From an optimization exercise on the open Yosys and OpenROAD flow, aimed at small area; shortcuts taken in it are not production practice.
Function not checked in this run: the RTL went through the layout flow alone.
Power figures rest on the tool's default switching activity, not on a simulated workload.

[run.sh]
#!/bin/bash
# synth_recipe.tcl (not shown) runs the flow's synth.tcl, then flattens the netlist and writes it again
# the make line also repeats each setting of config.mk as NAME=value (left out here)
make -C /OpenROAD-flow-scripts/flow DESIGN_CONFIG=/design/flow/config.mk WORK_HOME=/design/flow/orfs CLKGATE_MAP_FILE= SYNTH_SCRIPT=/design/flow/synth_recipe.tcl finish
[config.mk]
export PLATFORM = sky130hd
export DESIGN_NAME = uart_edge_detection
export DESIGN_NICKNAME = uart_edge_detection
export VERILOG_FILES = /design/flow/design.v
export SDC_FILE = /design/flow/constraint.sdc
export NUM_CORES = 4
export LEC_CHECK = 0
export CAP_MARGIN = 20
export CORE_MARGIN = 2
export CORE_UTILIZATION = 40
export SLEW_MARGIN = 20
[constraint.sdc]
create_clock -name core_clock -period 20.0 [get_ports {clk}]
set_input_delay 4.0000 -clock core_clock [delete_from_list [all_inputs] [get_ports {clk}]]
set_output_delay 4.0000 -clock core_clock [all_outputs]
set_load 0.01 [all_outputs]
[design.v]
module uart_tx #(
    parameter BAUD_DIV = 434
) (
    input logic clk,
    input logic rst_n,
    input logic tx_start,
    input logic [7:0] data_in,
    output logic tx_busy,
    output logic tx
);
    logic [9:0] tx_shift;   
    logic [3:0] bit_count;
    logic [11:0] baud_counter;
    logic tx_active;
    always_ff @(posedge clk or negedge rst_n) begin
        if (!rst_n) begin
            tx_active <= 0;
            baud_counter <= 0;
            tx_busy <= 0;
            tx <= 1;   
        end else begin
            if (tx_start && !tx_active) begin
                tx_active <= 1;
                tx_shift <= {1'b1, data_in, 1'b0};   
                baud_counter <= BAUD_DIV;
                bit_count <= 0;
                tx_busy <= 1;
            end else if (tx_active) begin
                if (baud_counter == 0) begin
                    baud_counter <= BAUD_DIV;
                    tx <= tx_shift[0];   
                    tx_shift <= {1'b1, tx_shift[9:1]};   
                    bit_count <= bit_count + 1;
                    if (bit_count == 9) begin   
                        tx_active <= 0;
                        tx_busy <= 0;
                    end
                end else begin
                    baud_counter <= baud_counter - 1;
                end
            end
        end
    end
endmodule
module uart_rx #(
    parameter BAUD_DIV = 434   
) (
    input logic clk,
    input logic rst_n,
    input logic rx,
    output logic [7:0] data_out,
    output logic data_valid,
	 	output logic [7:0] leds
);
    logic [11:0] baud_counter;
    logic [3:0] bit_count;
    logic [7:0] rx_shift;
    logic rx_active;
    always_ff @(posedge clk or negedge rst_n) begin
        if (!rst_n) begin
            baud_counter <= 0;
            bit_count <= 0;
            rx_active <= 0;
            data_valid <= 0;
            rx_shift <= 8'b0;   
        end else begin
            if (!rx_active && !rx) begin
                rx_active <= 1;
                baud_counter <= BAUD_DIV / 2;
                bit_count <= 0;
                rx_shift <= 8'b0;   
            end else if (rx_active) begin
                if (baud_counter == 0) begin
                    baud_counter <= BAUD_DIV;
                    if (bit_count < 9) begin
                        rx_shift <= {rx, rx_shift[7:1]};   
                        bit_count <= bit_count + 1;
                    end else begin
                        rx_active <= 0;
                        data_out <= rx_shift;  
								leds <= rx_shift;
                        data_valid <= 1;
                    end
                end else begin
                    baud_counter <= baud_counter - 1;
                end
            end else begin
                data_valid <= 0;
            end
        end
    end
endmodule
module uart_edge_detection (
    input logic clk,           
    input logic rst_n,         
    input logic uart_rx,       
    output logic uart_tx,      
    output logic led_rx,       
    output logic led_tx,       
    output logic data_ready    
);
    parameter CLOCK_FREQ = 50000000;    
    parameter BAUD_RATE  = 115200;
    parameter BAUD_DIV   = CLOCK_FREQ / BAUD_RATE;
    parameter THRESHOLD  = 4;           
    logic [7:0] rx_data;
    logic rx_done;
    logic [7:0] processed_data;
    logic tx_start;
    logic tx_busy;
    logic [7:0] image_data [0:63];     
    logic [7:0] conv_result [0:35];    
    logic [5:0] rx_counter;            
    logic [5:0] tx_counter;            
    typedef enum logic [1:0] {IDLE, RECEIVE, PROCESS, SEND} state_t;
    state_t state, next_state;
    uart_rx #(
        .BAUD_DIV(BAUD_DIV)
    ) uart_receiver (
        .clk(clk),
        .rst_n(rst_n),
        .rx(uart_rx),
        .data_out(rx_data),
        .data_valid(rx_done)
    );
    uart_tx #(
        .BAUD_DIV(BAUD_DIV)
    ) uart_transmitter (
        .clk(clk),
        .rst_n(rst_n),
        .tx_start(tx_start),
        .data_in(processed_data),
        .tx_busy(tx_busy),
        .tx(uart_tx)
    );
    always_ff @(posedge clk or negedge rst_n) begin
        if (!rst_n)
            state <= IDLE;
        else
            state <= next_state;
    end
    always_comb begin
        case (state)
            IDLE:      next_state = (rx_done) ? RECEIVE : IDLE;
            RECEIVE:   next_state = (rx_counter == 6'd63 && rx_done) ? PROCESS : RECEIVE;
            PROCESS:   next_state = SEND;
            SEND:      next_state = (tx_counter == 6'd36 && !tx_busy) ? IDLE : SEND;
            default:   next_state = IDLE;
        endcase
    end
    always_ff @(posedge clk or negedge rst_n) begin
        if (!rst_n) begin
            rx_counter <= 6'd0;
        end else if ((state == IDLE || state == RECEIVE) && rx_done) begin
            image_data[rx_counter] <= rx_data;
            rx_counter <= rx_counter + 1;
        end else if (state == IDLE) begin
            rx_counter <= 6'd0;
        end
    end
    integer i, j, k, l;
    reg [3:0] sum;
    always_ff @(posedge clk or negedge rst_n) begin
        if (!rst_n) begin
            for (i = 0; i < 36; i = i + 1)
                conv_result[i] <= 8'd0;
        end else if (state == PROCESS) begin
            for (i = 0; i < 6; i = i + 1) begin
                for (j = 0; j < 6; j = j + 1) begin
                    sum = 0;
                    for (k = 0; k < 3; k = k + 1) begin
                        for (l = 0; l < 3; l = l + 1) begin
                            sum = sum + image_data[(i + k) * 8 + (j + l)][0];
                        end
                    end
                    conv_result[i * 6 + j] <= (sum >= THRESHOLD) ? 8'b1 : 8'b0;
                end
            end
        end
    end
    always_ff @(posedge clk or negedge rst_n) begin
        if (!rst_n) begin
            tx_counter <= 6'd0;
            tx_start <= 1'b0;
            processed_data <= 8'd0;
        end else if (state == SEND) begin
            if (!tx_busy && !tx_start) begin
                tx_start <= 1'b1;
                processed_data <= conv_result[tx_counter];
                tx_counter <= tx_counter + 1;
            end else if (tx_start && tx_busy) begin
                tx_start <= 1'b0;
            end
        end else begin
            tx_counter <= 6'd0;
            tx_start <= 1'b0;
        end
    end
    always_ff @(posedge clk or negedge rst_n) begin
        if (!rst_n) begin
            led_rx <= 1'b0;
            led_tx <= 1'b0;
            data_ready <= 1'b0;
        end else begin
            led_rx <= (state == RECEIVE) ? rx_done : 1'b0;
            led_tx <= (state == SEND) ? ~tx_busy : 1'b0;
            data_ready <= (state == SEND);  
        end
    end
endmodule
==> metrics.csv <==
stage;metric;value;unit
sta;hold_ws;0.461;ns
global_route;grt_use_total;0.177;
drt;detail_route.wl_per_cell;16.9;um
cts;ctsResizeCount;0;
power_and_ir_drop;powerDensity;54.7;nW/um^2
global_route;first_global_vias;8278;
global_route;antenna_found_initial;4;
finish;n_fill_cell;2926;
synthesis;synth_fp_nets;1430;
global_route;met3_usage;0.0325;
sta;hold_viol;0;
drt;vias_per_cell;5.09;
synthesis;synth_top_area_frac;0.191;
sta;report.final.slew_viol_count;0;
sta;max_slew_margin;0.453;
setup_path;crit_fanout;65;
cts;clock_latency;0.44;ns
drt;vias;8116;
setup_path;worstReg2RegEnd;conv_result[20][0];
drt;wl;27000;um
worst_hold_path;hold_class;flip-flop to flip-flop;
global_route;grt_overflow;0;
setup_path;crit_path_top_delay_cell;buf_4;
sta;min_period;5.80;ns
synthesis;synthCells;1194;
setup_path;crit_arrival;5.86;ns
floorplan;initial_core_util;0.406;
synthesis;synth_edf_count;78;
floorplan;die_w;181;um
flow_run;cap_viol_max_count;0;
drt;ant_nets;0;
drt;first_iter_violations;533;
worst_hold_path;hp-start;uart_receiver.rx_shift[0];
finish;fin_cells;1595;
placement;portBuffers;6;
setup_path;rr_worst_depth;9;
setup_path;startpoint;rst_n;
sta;rsz0062_at_grt;false;
synthesis;yosysUniqueCellTypes;61;
cts;cts_root_buf;clkbuf_16;
cts;clk_pin_slew;0.06;ns
power_and_ir_drop;ir_worst_vdd;52.1;uV
floorplan;pin_count;7;
setup_path;cpPeakStageDelay;0.72;ns
setup_path;critical_path_class;primary input to flip-flop;
sta;timing.final.crit_share;0.290;
setup_path;critPathMostFrequentCell;buf_4;
floorplan;num_rows;64;
finish;drive_gt1_frac;0.0417;
synthesis;synth_seq_area_share;0.381;
global_route;use_met1;0.249;
global_route;grt_max_degree;73;
cts;cts_buffers;17;
synthesis;yosysWarnings;5;
cts;clock_tree.buffer_depth;2;
floorplan;dieArea;32600;um^2
global_route;grt_busiest_layer;met2;
placement;place_inst;1563;
finish;finish.utilization;0.439;
global_route;use_met2;0.281;
sta;max_freq;173;MHz
setup_path;rrSetupSlack;16.28;ns
finish;layout.nets;1422;
setup_path;crit_path_end_kind;flip-flop;
drt;firstDrtPassIters;5;
worst_hold_path;hold_end;uart_receiver.data_out[0];
floorplan;die_h;181;um
synthesis;ys_ff_latch;174;
floorplan;coreArea;30700;um^2
placement;routabilityCongestion;0.798;
cts;ctsHoldBuffers;0;
power_and_ir_drop;p_leak;6.78;nW
drt;drc_errors;0;
setup_path;cp_cell_sequence;buf_4, buf_4, nor2b_2;
finish;syn2layout_area_growth;7.96;%
sta;fin_skew;0.0138;ns
finish;antenna_cells;0;
cts;postCtsSetupBuffers;0;
synthesis;syn-cell-area;12500;um^2
cts;cts.sinks;174;
sta;setup_viol;0;
finish;stdcell_area;13500;um^2
synthesis;synthTopCellsByArea;dfrtp_1, edfxtp_1, fa_1;
setup_path;worstPathRequired;20.07;ns
placement;placed_area;12900;um^2
placement;place_hpwl;20400;um
setup_path;start_kind;primary input;
sta;worst_pin_slew;0.820;ns
worst_hold_path;hold_depth;0;
synthesis;synth_ff_type;dfrtp_1;
cts;htree_num_levels;4;
sta;tns;0;ns
cts;cts_tree;yes;
setup_path;r2r_start;image_data[27];
synthesis;yosys.area.top_type;dfrtp_1;
synthesis;syn-mean-instance-area;10.4;um^2
run_status;outcome;no timing/DRC/antenna violations;
global_route;grt_pass1_wl;45100;um
synthesis;synthArstFlopShare;0.552;
-- cell usage after synthesis (3+ instances only) --
master	count
a2111oi_0	3
a211oi_1	37
a21o_1	39
a21oi_1	9
a22oi_1	4
a31oi_1	4
a32o_1	8
and2_1	9
and3_1	4
buf_1	4
clkbuf_1	31
dfrtp_1	95
edfxtp_1	78
fa_1	108
ha_1	125
inv_1	231
mux2i_1	11
nand2_1	86
nand2b_1	11
nand3_1	10
nand4_1	8
nand4b_1	3
nor2_1	112
nor2b_1	9
nor3_1	13
nor3b_1	3
nor4_1	6
nor4b_1	3
o21a_1	3
o21ai_0	59
o22ai_1	5
or2_2	3
or3_1	5
or4_1	5
xnor2_1	11
xor2_1	6
-- state kept, by name, indices dropped and copies added, names as in the netlist, 2 cells and up --
name,count
uart_receiver.rx_shift,8
uart_transmitter.bit_count,4
tx_counter,6
uart_transmitter.tx_shift,9
state,2
rx_counter,6
uart_receiver.bit_count,4
image_data,64
conv_result,36
uart_receiver.baud_counter,12
uart_transmitter.baud_counter,12
-- placed cells by master, fill, tap and decap left out, types with 4 or more instances in the layout --
cell type,instances
xnor2_1,11
and2_1,9
a21oi_1,9
or4_1,5
clkdlybuf4s50_1,5
a32o_1,8
a21o_1,39
nand3_1,10
xor2_1,6
buf_4,5
nand4_1,8
ha_1,125
a211oi_1,37
nor2b_1,8
fa_1,108
a31oi_1,4
inv_1,231
nor4_1,6
and3_1,4
edfxtp_1,78
a22oi_1,4
nand2_1,86
nor2_1,112
nor3_1,13
dfrtp_1,95
or3_1,5
mux2i_1,11
o21ai_0,59
nand2b_1,10
o22ai_1,5
clkbuf_16,18
-- critical path: cells and delay by family --
family	cells	cell delay, ns
and+or+nand+nor	1	0.69
buffers and inverters	2	1.11
-- worst max-delay path by stage --
stage,endpoint,slack (ns),cells past startpoint
final,uart_transmitter.tx_shift[0],14.20,3
after global routing,uart_transmitter.tx_shift[0],13.94,3
after CTS,uart_transmitter.tx_shift[0],13.82,3
after detailed placement,uart_transmitter.tx_shift[3],13.34,3
after global placement,uart_transmitter.tx_shift[4],13.42,3
after floorplan,image_data[13],14.89,5
-- power by group --
part | switching (W) | internal [W]
logic | 0.0000153 | 0.0000114
registers | 0.00000978 | 0.000381
clock network | 0.000148 | 0.000171
total | 0.000173 | 0.000563
-- stage by stage --
stage,power (W),setup WS (ns)
floorplan,0.000414,14.89
global placement,0.000424,13.42
detailed placement,0.000425,13.34
CTS,0.000744,13.82
global route,0.000765,13.94
finish,0.000736,14.20
-- area by class of cell --
class                   instances  area (um^2)  share of cell area
well taps                     396          495              0.0368
repair buffers                 10         87.6             0.00651
inverters                     231          867              0.0644
multi-input cells             752         6710               0.499
clock inverters                11         78.8             0.00586
clock buffers                  21          473              0.0351
flip-flops and latches        174         4750               0.353
-- cell families (layout without fill, tap and decap cells) --
family	after synthesis	in the layout	share of synthesized area
adder cells (fa/ha/maj)	233	233	0.299
flip-flops	174	174	0.381
buffers and inverters	268	273	0.0814
AND/OR/NAND/NOR	295	295	0.109
multiplexers	13	13	0.0106
XOR/XNOR	17	17	0.0119
AO/OA/AOI/OAI	194	194	0.107
-- routing by layer --
layer	routed length (um)	share of wire
met1	12700	0.47
met2	12700	0.47
met3	1060	0.039
met4	497	0.018
met5	0	0

==> port drivers added, routing unchanged <==
In the flow no input, the clock included, has a driving cell. The finished layout below was timed again as built, in two steps.
Step 1: set_driving_cell puts a clkbuf_16 on clk and a buf_2 on each other input, an assumption about the parent block.
Step 2 also shifts input and output timing later by t, the mid clock arrival at the registers, as if the neighbouring blocks saw the same clock.
Three values: ideal ports, drivers, drivers and shift; two values: the first two.
shift t [ns]: 0.481
setup WS [ns]: 14.204 / 14.231 / 13.750
hold WS [ns]: 0.461 / 0.461 / 0.461
latest minus earliest clock arrival (ns): 0.018 / 0.018
After both steps this run still meets setup and hold. The setup slack of this run moves by +0.027 ns with the drivers and by -0.454 ns with both steps.
